This design comes from an exercise in tuning for small area on the open sky130 flow, not from production work.
In this exercise RTL edits were held to simulation tests only and were not proved equivalent to the original.

Setup of north:
## Top
module Top(
    input clk,
    input rst,
    input key_jump,
    input key_low,
    input key_restart,
    output hs,
    output vs,
    output [3:0] r,
    output [3:0] g,
    output [3:0] b,
    output [15:0] score
  );
Size: roughly 5100 cells after synthesis, ~35 I/O pins, ~31000 um2 of cells after synthesis.
==> flow/config.mk <==
export PLATFORM = sky130hd
export DESIGN_NAME = Top
export DESIGN_NICKNAME = Top
export VERILOG_FILES = /design/flow/design.v
export SDC_FILE = /design/flow/constraint.sdc
export NUM_CORES = 4
export LEC_CHECK = 0
export ABC_AREA = 1
export CAP_MARGIN = 10
export CORE_MARGIN = 2
export CORE_UTILIZATION = 40
export CTS_BUF_LIST = sky130_fd_sc_hd__clkbuf_4 sky130_fd_sc_hd__clkbuf_8
export GPL_TIMING_DRIVEN = 0
export SLEW_MARGIN = 10
export SYNTH_MEMORY_MAX_BITS = 131072
==> flow/constraint.sdc <==
create_clock -name core_clock -period 25.0 [get_ports {clk}]
set_input_delay 5.0000 -clock core_clock [delete_from_list [all_inputs] [get_ports {clk}]]
set_output_delay 5.0000 -clock core_clock [all_outputs]
set_load 0.01 [all_outputs]
standard.sh (not shown) runs the stock make flow with config.mk's settings and CLKGATE_MAP_FILE= SYNTH_SCRIPT=/design/flow/synth_recipe.tcl, a recipe that flattens the netlist after the stock synthesis.
==> flow/flow/run.sh <==
#!/bin/bash
# Own layout flow: the standard synthesis (unchanged), then only the
# combinational cells re-mapped for area with stronger ABC scripts (every
# register cell kept with its name and type; the smallest of the scripts'
# results is used), then the standard layout from the floorplan on.
# Each tool's output goes to a log file here.
set -euo pipefail
W=$(pwd)
bash standard.sh synth > "$W/log_1_standard_synth.txt" 2>&1
R="$W/orfs/results/$FLOW_PLATFORM/Top/base"
cp "$R/1_2_yosys.v" "$W/standard_1_2_yosys.v"
YOSYS="$FLOW_HOME/../tools/install/yosys/bin/yosys"
[ -x "$YOSYS" ] || YOSYS=yosys
LIB="$FLOW_HOME/platforms/$FLOW_PLATFORM/lib/sky130_fd_sc_hd__tt_025C_1v80.lib"
best=""; besta=""
for i in 1 2 3 4; do
  mkdir -p "$W/reabc$i"
  LIB="$LIB" IN="$W/standard_1_2_yosys.v" OUTDIR="$W/reabc$i" TOP="$FLOW_TOP" ABCSCRIPT="$W/flow/area$i.abc" \
    "$YOSYS" -c "$W/flow/reabc.tcl" > "$W/log_2_reabc$i.txt" 2>&1 &
done
wait || true
for i in 1 2 3 4; do
  f="$W/reabc$i/reabc.v"
  [ -s "$f" ] || continue
  if LIB="$LIB" IN="$f" TOP="$FLOW_TOP" "$YOSYS" -c "$W/flow/check.tcl" > "$W/log_2b_check$i.txt" 2>&1; then
    a=$(awk '/Chip area for module/ {print $NF}' "$W/reabc$i/reabc_stat.txt")
    echo "script $i area $a" >> "$W/log_2c_choice.txt"
    if [ -z "$besta" ] || awk -v a="$a" -v b="$besta" 'BEGIN {exit !(a < b)}'; then best=$f; besta=$a; fi
  fi
done
if [ -z "$best" ]; then best="$W/standard_1_2_yosys.v"; fi
echo "chosen $best" >> "$W/log_2c_choice.txt"
cp "$best" "$R/1_2_yosys.v"
touch "$R/1_2_yosys.v"
# ports get the smallest buffer instead of clkdlybuf4s50_1
bash standard.sh finish "BUFFER_PORTS_ARGS=-buffer_cell sky130_fd_sc_hd__buf_1" > "$W/log_3_layout.txt" 2>&1
Other scripts of this flow, unchanged in this note and not shown: flow/flow/area1.abc, flow/flow/area2.abc, flow/flow/area3.abc, flow/flow/area4.abc, flow/flow/check.tcl, flow/flow/reabc.tcl
Completing all stages was not enough for north: its layout failed the final checks because of capacitance limit.
Relative to north, the following input files were edited for south:
==> flow/config.mk <==
export PLATFORM = sky130hd
export DESIGN_NAME = Top
export DESIGN_NICKNAME = Top
export VERILOG_FILES = /design/flow/design.v
export SDC_FILE = /design/flow/constraint.sdc
export NUM_CORES = 4
export LEC_CHECK = 0
export ABC_AREA = 1
export CAP_MARGIN = 20
export CORE_MARGIN = 2
export CORE_UTILIZATION = 40
export GPL_TIMING_DRIVEN = 0
export SLEW_MARGIN = 20
export SYNTH_MEMORY_MAX_BITS = 131072
--- outcome ---
south: PASS, flow complete, no timing, DRC or antenna violations
south vs. north: fraction of final layout cells with drive strength greater than 1 now sits lower; final cell area excluding filler cells level; met1 track demand over resource saw little to no change; flop-to-flop setup slack went up 0.04 ns.
south: clock skew 0.011 ns below north
Side by side, setup slack after layout turned out higher in south than in north.
Relative area change from synthesis to final layout: south vs north, no meaningful difference
diff inputs: south => east
diff --git a/flow/config.mk b/flow/config.mk
--- a/flow/config.mk
+++ b/flow/config.mk
@@ -10,4 +10,5 @@
 export CORE_MARGIN = 2
 export CORE_UTILIZATION = 40
+export CTS_BUF_LIST = sky130_fd_sc_hd__clkbuf_4 sky130_fd_sc_hd__clkbuf_8
 export GPL_TIMING_DRIVEN = 0
 export SLEW_MARGIN = 20
Results
east closes out successfully: all stages finished, all timing, DRC and antenna checks passed.
From south to east the numbers moved as follows: final cell count has increased; total number of vias has increased; number of ordinary and repair buffers in the finished layout has decreased.
south → east: final critical path time including I/O delays and setup rose 0.012 ns; wire length reported by the detailed router flat.
Going from south to east, wire length of the first global-routing pass about even.


== garnet ==
Top, a different RTL version from the one above (not shown whole).
Size: ~8,100 cells after synthesis, about 35 I/O pins, roughly 0.049 mm^2 of cells after synthesis.
clock: 25.0 ns
lec_check: 0
abc_area: 1
cap_margin: 20
core_margin: 2
core_utilization: 40
slew_margin: 20
synth_memory_max_bits: 131072
run.sh (not shown) runs the stock make flow with config.mk's settings and CLKGATE_MAP_FILE= SYNTH_SCRIPT=/design/flow/synth_recipe.tcl, a recipe that flattens the netlist after the stock synthesis.
Stock flow here: none of the scripts above is used.
### garnet -> harbor
==> flow/flow/run.sh (new file) <==
#!/bin/bash
# Own layout flow: the standard synthesis (unchanged), then only the
# combinational cells re-mapped for area with a stronger ABC script (every
# register cell kept with its name and type), then the standard layout
# from the floorplan on. Each tool's output goes to a log file here.
set -euo pipefail
W=$(pwd)
bash standard.sh synth > "$W/log_1_standard_synth.txt" 2>&1
R="$W/orfs/results/$FLOW_PLATFORM/Top/base"
cp "$R/1_2_yosys.v" "$W/standard_1_2_yosys.v"
YOSYS="$FLOW_HOME/../tools/install/yosys/bin/yosys"
[ -x "$YOSYS" ] || YOSYS=yosys
LIB="$FLOW_HOME/platforms/$FLOW_PLATFORM/lib/sky130_fd_sc_hd__tt_025C_1v80.lib" \
IN="$W/standard_1_2_yosys.v" OUTDIR="$W" TOP="$FLOW_TOP" ABCSCRIPT="$W/flow/area.abc" \
  "$YOSYS" -c "$W/flow/reabc.tcl" > "$W/log_2_reabc.txt" 2>&1
LIB="$FLOW_HOME/platforms/$FLOW_PLATFORM/lib/sky130_fd_sc_hd__tt_025C_1v80.lib" \
IN="$W/reabc.v" TOP="$FLOW_TOP" "$YOSYS" -c "$W/flow/check.tcl" > "$W/log_2b_check.txt" 2>&1
cp "$W/reabc.v" "$R/1_2_yosys.v"
touch "$R/1_2_yosys.v"
bash standard.sh finish > "$W/log_3_layout.txt" 2>&1
==> flow/flow/area.abc (new file) <==
strash; &get -n; &dc2; &dc2; &put; dch -f; map -a; topo
==> flow/flow/check.tcl (new file) <==
# Fresh read of the re-mapped netlist: every cell a library cell, nothing undriven.
yosys -import
read_liberty -lib $::env(LIB)
read_verilog $::env(IN)
hierarchy -top $::env(TOP)
check -assert -mapped
==> flow/flow/reabc.tcl (new file) <==
# Re-map the combinational logic of the standard synthesis netlist for area.
# Register cells (and tie cells) are kept as they are, with their names.
yosys -import
set lib $::env(LIB)
read_liberty -ignore_miss_func $lib
read_verilog -defer $::env(IN)
hierarchy -top $::env(TOP)
blackbox sky130_fd_sc_hd__df* sky130_fd_sc_hd__edf* sky130_fd_sc_hd__sdf* sky130_fd_sc_hd__dl* sky130_fd_sc_hd__conb_1
flatten
opt_clean -purge
tee -o $::env(OUTDIR)/reabc_pre_stat.txt stat
abc -script $::env(ABCSCRIPT) -liberty $lib -dont_use sky130_fd_sc_hd__probe_p_8 -dont_use sky130_fd_sc_hd__probec_p_8 -dont_use sky130_fd_sc_hd__lpflow_*
opt_clean -purge
hilomap -singleton -hicell sky130_fd_sc_hd__conb_1 HI -locell sky130_fd_sc_hd__conb_1 LO
splitnets
opt_clean -purge
insbuf -buf sky130_fd_sc_hd__buf_4 A X

tee -o $::env(OUTDIR)/reabc_stat.txt stat -liberty $lib
write_verilog -noattr -nohex -nodec $::env(OUTDIR)/reabc.v
==> flow/standard.sh (new file) <==
#!/bin/bash
# synth_recipe.tcl (not shown) runs the flow's synth.tcl, then flattens the netlist and writes it again
# the make line also repeats each setting of config.mk as NAME=value (left out here)
make -C /OpenROAD-flow-scripts/flow DESIGN_CONFIG=/design/flow/config.mk WORK_HOME=/design/flow/orfs CLKGATE_MAP_FILE= SYNTH_SCRIPT=/design/flow/synth_recipe.tcl "${@:-finish}"
removed: flow/run.sh
--- outcome ---
- harbor finished every step from synthesis to the final layout, and the layout passed the timing, design-rule and antenna checks.
- The higher share of cell area taken by multi-input logic gates of garnet and harbor is in garnet.
- Relative to garnet, the setup slack of harbor is higher by 3790 ps.
- Changes observed in harbor relative to garnet: clock network contribution to total cell area lost 0.33 points; count of clock-buffer cells in the layout lost 19; number of tap cells added at floorplan lost 360.
- harbor vs garnet, first element of the critical path: cld.random[9] vs cld.random[1]
- harbor vs. garnet: sum of routed wire segments on met1 now sits lower, post-route cell area down about 20%.

afterwards: timing with drivers on the ports:
The results above use ideal ports. As a check the final layouts listed here were re-extracted and re-timed, cells and wires unchanged. Step 1 sets driving cells, clkbuf_16 on the clock port and buf_2 on the other inputs (assumed; they add their load-dependent delay and slew). Step 2 adds t to the input delays and takes it off the output delays; t is the mean of the earliest and latest rising clock arrival at the registers after step 1. Input paths then give back, and output paths get back, about the clock's delay inside the block. Three values: no drivers, after step 1, after step 2; two values: the first two.
run | t, ns | setup WS [ns] | hold WS [ns] | clock arrival spread, ns
north | 0.714 | 9.672 / 9.672 / 9.672 | 0.381 / 0.381 / 0.381 | 0.054 / 0.054
south | 0.652 | 9.709 / 9.709 / 9.709 | 0.383 / 0.383 / 0.383 | 0.048 / 0.048
east | 0.734 | 9.697 / 9.697 / 9.697 | 0.382 / 0.382 / 0.382 | 0.063 / 0.062
garnet | 0.665 | 7.726 / 7.726 / 7.726 | 0.392 / 0.392 / 0.392 | 0.070 / 0.070
harbor | 0.625 | 11.517 / 11.517 / 11.517 | 0.403 / 0.403 / 0.403 | 0.037 / 0.037
